Context: an optimization exercise on an open-source flow, tuned for small area, a short achievable clock period and few clock cycles. The choices shown serve that exercise and are no tape-out recipe. RTL that was checked went through simulation tests only; none was proved equivalent to the original.

Design drygascon128, start of the top module:
module drygascon128(
    input wire clk,
    input wire clk_en,
    input wire rst,
    input wire [31:0] din,
    input wire [3:0] ds,
    input wire wr_i,
    input wire wr_c,
    input wire wr_x,
    input wire [3:0] rounds,
    input wire start,
    input wire rd_r,
    input wire rd_c,
    output reg [31:0] dout,
    output reg idle
    );
reg [319:0] c;
reg [127:0] x;
reg [127:0] r;
reg mx;         
reg [3:0] cnt;  
wire last_mix = (cnt == 4'd13);
wire mw_en = mx & ~last_mix & (~idle | start);  
wire [9:0] d = r[9:0];
wire [319:0] mw;
genvar k;
generate for (k = 0; k < 5; k = k + 1) begin : g_mix
    assign mw[64*k+:32] = mw_en ? x[d[2*k+:2]*32+:32] : 32'd0;
    assign mw[64*k+32+:32] = 32'd0;
end endgenerate
wire [319:0] core_out;
wire [319:0] sb;
gascon5_round u_round(.din(c), .round(mx ? 4'd0 : cnt), .out(core_out), .sbox(sb));
function [63:0] birotr;
    input [63:0] v;
    input integer s;
    reg [31:0] i0, i1;
    integer s2, s3;
    begin
        i0 = v[31:0];
        i1 = v[63:32];
        s2 = s / 2;
        s3 = (s2 + 1) % 32;
        if (s % 2 == 1)
  ...
For scale: about 4400 cells after synthesis, about 49000 sq um of cells after synthesis.
==> module gascon5_round, before the edit <==
module gascon5_round(
    input wire [320-1:0] din,
    input wire [4-1:0] round,
    output wire [320-1:0] out,
    output wire [320-1:0] sbox
    );
wire [63:0] a0 = din[0*64+:64] ^ din[4*64+:64];
wire [63:0] a1 = din[1*64+:64];
wire [63:0] a2 = din[2*64+:64] ^ din[1*64+:64] ^ {56'd0, ~round, round};
wire [63:0] a3 = din[3*64+:64];
wire [63:0] a4 = din[4*64+:64] ^ din[3*64+:64];
wire [63:0] b0 = a0 ^ (~a1 & a2);
wire [63:0] b1 = a1 ^ (~a2 & a3);
wire [63:0] b2 = a2 ^ (~a3 & a4);
wire [63:0] b3 = a3 ^ (~a4 & a0);
wire [63:0] b4 = a4 ^ (~a0 & a1);
wire [63:0] s0 = b0 ^ b4;
wire [63:0] s1 = b1 ^ b0;
wire [63:0] s2 = ~b2;
wire [63:0] s3 = b3 ^ b2;
wire [63:0] s4 = b4;
function [63:0] birotr;
    input [63:0] v;
    input integer s;
    reg [31:0] i0, i1;
    integer s2, s3;
    begin
        i0 = v[31:0];
        i1 = v[63:32];
        s2 = s / 2;
        s3 = (s2 + 1) % 32;
        if (s % 2 == 1)
            birotr = {(i0 >> s3) | (i0 << ((32 - s3) % 32)), (i1 >> s2) | (i1 << ((32 - s2) % 32))};
        else
            birotr = {(i1 >> s2) | (i1 << ((32 - s2) % 32)), (i0 >> s2) | (i0 << ((32 - s2) % 32))};
    end
endfunction
assign sbox = {s4, s3, s2, s1, s0};
assign out[0*64+:64] = s0 ^ birotr(s0, 19) ^ birotr(s0, 28);
assign out[1*64+:64] = s1 ^ birotr(s1, 61) ^ birotr(s1, 38);
assign out[2*64+:64] = s2 ^ birotr(s2,  1) ^ birotr(s2,  6);
assign out[3*64+:64] = s3 ^ birotr(s3, 10) ^ birotr(s3, 17);
assign out[4*64+:64] = s4 ^ birotr(s4,  7) ^ birotr(s4, 40);
endmodule
==> module drygascon128, before the edit <==
module drygascon128(
    input wire clk,
    input wire clk_en,
    input wire rst,
    input wire [31:0] din,
    input wire [3:0] ds,
    input wire wr_i,
    input wire wr_c,
    input wire wr_x,
    input wire [3:0] rounds,
    input wire start,
    input wire rd_r,
    input wire rd_c,
    output reg [31:0] dout,
    output reg idle
    );
reg [319:0] c;
reg [127:0] x;
reg [127:0] r;
reg mx;         
reg [3:0] cnt;  
wire last_mix = (cnt == 4'd13);
wire mw_en = mx & ~last_mix & (~idle | start);  
wire [9:0] d = r[9:0];
wire [319:0] mw;
genvar k;
generate for (k = 0; k < 5; k = k + 1) begin : g_mix
    assign mw[64*k+:32] = mw_en ? x[d[2*k+:2]*32+:32] : 32'd0;
    assign mw[64*k+32+:32] = 32'd0;
end endgenerate
wire [319:0] core_out;
wire [319:0] sb;
gascon5_round u_round(.din(c), .round(mx ? 4'd0 : cnt), .out(core_out), .sbox(sb));
function [63:0] birotr;
    input [63:0] v;
    input integer s;
    reg [31:0] i0, i1;
    integer s2, s3;
    begin
        i0 = v[31:0];
        i1 = v[63:32];
        s2 = s / 2;
        s3 = (s2 + 1) % 32;
        if (s % 2 == 1)
            birotr = {(i0 >> s3) | (i0 << ((32 - s3) % 32)), (i1 >> s2) | (i1 << ((32 - s2) % 32))};
        else
            birotr = {(i1 >> s2) | (i1 << ((32 - s2) % 32)), (i0 >> s2) | (i0 << ((32 - s2) % 32))};
    end
endfunction
wire keep = ~idle & ~mx;            
wire [127:0] rk = keep ? r : 128'd0;
wire [63:0] s2r1 = birotr(sb[128+:64], 1);
wire [63:0] s2r6 = birotr(sb[128+:64], 6);
wire [63:0] s3r10 = birotr(sb[192+:64], 10);
wire [63:0] s3r17 = birotr(sb[192+:64], 17);
wire [127:0] pa = {sb[128+:32] ^ s2r1[0+:32], sb[192+:64] ^ s3r10, sb[160+:32] ^ s2r1[32+:32]};
wire [127:0] pb = {s2r6[0+:32], s3r17, s2r6[32+:32]};
wire [127:0] acc_next = core_out[127:0] ^ (pa ^ (pb ^ rk));
always @(posedge clk) begin
    if (clk_en) begin
        if (~idle | start | wr_c | rd_c)
            c <= ((idle & (wr_c | rd_c)) ? {wr_c ? din : c[31:0], c[319:32]} : (idle & mx) ? c : core_out) ^ mw;
        if (wr_x)
            x <= {din, x[127:32]};
        if (~idle | start | wr_i | rd_r) begin
            if (idle & (wr_i | rd_r))
                r <= {wr_i ? din : r[31:0], r[127:32]};
            else if (mx & ~last_mix)
                r <= {idle ? {6'd0, ds} : 10'd0, r[127:10]};
            else
                r <= acc_next;
        end
        dout <= rd_c ? c[31:0] : r[31:0];
    end
end
always @(posedge clk) begin
    if (clk_en) begin
        if (rst) begin
            idle <= 1'b1;
            mx <= 1'b0;
            cnt <= 4'd0;
        end else if (idle) begin
            if (wr_i)
                mx <= 1'b1;
            if (start && (mx || rounds != 4'd1)) begin
                idle <= 1'b0;
                cnt <= mx ? 4'd0 : 4'd1;
            end
        end else if (mx) begin
            if (last_mix) begin
                mx <= 1'b0;
                cnt <= 4'd1;
            end else
                cnt <= cnt + 4'd1;
        end else if (cnt == rounds - 4'd1) begin
            idle <= 1'b1;
            cnt <= 4'd0;
        end else
            cnt <= cnt + 4'd1;
    end
end
endmodule
export LEC_CHECK = 0
export CAP_MARGIN = 20
export CORE_MARGIN = 2
export CORE_UTILIZATION = 40
export SETUP_SLACK_MARGIN = 4.5
export SLEW_MARGIN = 20
create_clock -name core_clock -period 7.5 [get_ports {clk}]
standard.sh (not shown) runs the stock make flow with config.mk's settings and CLKGATE_MAP_FILE= SYNTH_SCRIPT=/design/flow/synth_recipe.tcl, a recipe that flattens the netlist after the stock synthesis.
==> flow/flow/run.sh <==
#!/bin/bash
# The standard layout (standard.sh: the ORFS flow with its standard synthesis), with
# plain buffers (buf_4) on the ports instead of the delay cells buffer_ports picks, and with
# the resizer free to change a cell's footprint when it sizes it.
set -euo pipefail
bash standard.sh 'BUFFER_PORTS_ARGS=-buffer_cell sky130_fd_sc_hd__buf_4' MATCH_CELL_FOOTPRINT=0 finish > make_finish.log 2>&1
Change:
--- a/flow/design.v
+++ b/flow/design.v
@@ -4,6 +4,5 @@
     input wire [320-1:0] din,
     input wire [4-1:0] round,
-    output wire [320-1:0] out,
-    output wire [320-1:0] sbox
+    output wire [320-1:0] out
     );
 wire [63:0] a0 = din[0*64+:64] ^ din[4*64+:64];
@@ -38,5 +37,4 @@
     end
 endfunction
-assign sbox = {s4, s3, s2, s1, s0};
 assign out[0*64+:64] = s0 ^ birotr(s0, 19) ^ birotr(s0, 28);
 assign out[1*64+:64] = s1 ^ birotr(s1, 61) ^ birotr(s1, 38);
@@ -67,5 +65,5 @@
 reg [3:0] cnt;  
 wire last_mix = (cnt == 4'd13);
-wire mw_en = mx & ~last_mix & (~idle | start);  
+wire mw_en = mx & ~last_mix;        
 wire [9:0] d = r[9:0];
 wire [319:0] mw;
@@ -76,45 +74,25 @@
 end endgenerate
 wire [319:0] core_out;
-wire [319:0] sb;
-gascon5_round u_round(.din(c), .round(mx ? 4'd0 : cnt), .out(core_out), .sbox(sb));
-function [63:0] birotr;
-    input [63:0] v;
-    input integer s;
-    reg [31:0] i0, i1;
-    integer s2, s3;
-    begin
-        i0 = v[31:0];
-        i1 = v[63:32];
-        s2 = s / 2;
-        s3 = (s2 + 1) % 32;
-        if (s % 2 == 1)
-            birotr = {(i0 >> s3) | (i0 << ((32 - s3) % 32)), (i1 >> s2) | (i1 << ((32 - s2) % 32))};
-        else
-            birotr = {(i1 >> s2) | (i1 << ((32 - s2) % 32)), (i0 >> s2) | (i0 << ((32 - s2) % 32))};
-    end
-endfunction
+gascon5_round u_round(.din(c), .round(mx ? 4'd0 : cnt), .out(core_out));
+wire [127:0] acc = core_out[127:0] ^ {core_out[159:128], core_out[255:160]};
+wire go = ~idle | (start & ~mx);    
 wire keep = ~idle & ~mx;            
-wire [127:0] rk = keep ? r : 128'd0;
-wire [63:0] s2r1 = birotr(sb[128+:64], 1);
-wire [63:0] s2r6 = birotr(sb[128+:64], 6);
-wire [63:0] s3r10 = birotr(sb[192+:64], 10);
-wire [63:0] s3r17 = birotr(sb[192+:64], 17);
-wire [127:0] pa = {sb[128+:32] ^ s2r1[0+:32], sb[192+:64] ^ s3r10, sb[160+:32] ^ s2r1[32+:32]};
-wire [127:0] pb = {s2r6[0+:32], s3r17, s2r6[32+:32]};
-wire [127:0] acc_next = core_out[127:0] ^ (pa ^ (pb ^ rk));
 always @(posedge clk) begin
     if (clk_en) begin
-        if (~idle | start | wr_c | rd_c)
-            c <= ((idle & (wr_c | rd_c)) ? {wr_c ? din : c[31:0], c[319:32]} : (idle & mx) ? c : core_out) ^ mw;
+        if (go)
+            c <= core_out ^ mw;
+        else if (wr_c | rd_c)
+            c <= {wr_c ? din : c[31:0], c[319:32]};
+        else if (start)
+            c <= c ^ mw;
         if (wr_x)
             x <= {din, x[127:32]};
-        if (~idle | start | wr_i | rd_r) begin
-            if (idle & (wr_i | rd_r))
-                r <= {wr_i ? din : r[31:0], r[127:32]};
-            else if (mx & ~last_mix)
+        if (go | start) begin
+            if (mw_en)
                 r <= {idle ? {6'd0, ds} : 10'd0, r[127:10]};
             else
-                r <= acc_next;
-        end
+                r <= (keep ? r : 128'd0) ^ acc;
+        end else if (wr_i | rd_r)
+            r <= {wr_i ? din : r[31:0], r[127:32]};
         dout <= rd_c ? c[31:0] : r[31:0];
     end
=> Synthesized area grows by 5.0%; via count went up by 9.7%; worst setup slack degrades by 0.058 ns; cell area climbs by 4.6%; critical path depth increases by 1.
Testbench counts after the change, summed over its fixed seeds: cycles 61,126.
No functional check of the RTL was part of the first run of this note.

## port drivers added, routing unchanged
No port has a modelled driver above. Below, the same layouts with a new extraction and two added sets of constraints.
Step 1, drivers: a clkbuf_16 drives clk and a buf_2 each remaining input, both assumed.
Step 2 adds t to the input delays and takes it off the output delays; t is the mean of the earliest and latest rising clock arrival at the registers after step 1. Input paths then give back, and output paths get back, about the clock's delay inside the block.
Slacks: ideal / step 1 / step 2; pairs: ideal / step 1.
run | shift t [ns] | setup WS [ns] | clock arrival spread, ns | slew at the worst register clock pin (ns) | pins driven straight from the clock port
the first run | 0.789 | 4.414 / 4.414 / 3.678 | 0.051 / 0.051 | 0.07 / 0.07 | 1
the second run | 0.807 | 4.356 / 4.356 / 3.721 | 0.055 / 0.054 | 0.07 / 0.07 | 1
After both steps setup and hold are still met in every run listed. For the first run, which loses most, drivers alone change the setup slack by 0.000 ns; drivers and shift together by -0.736 ns.
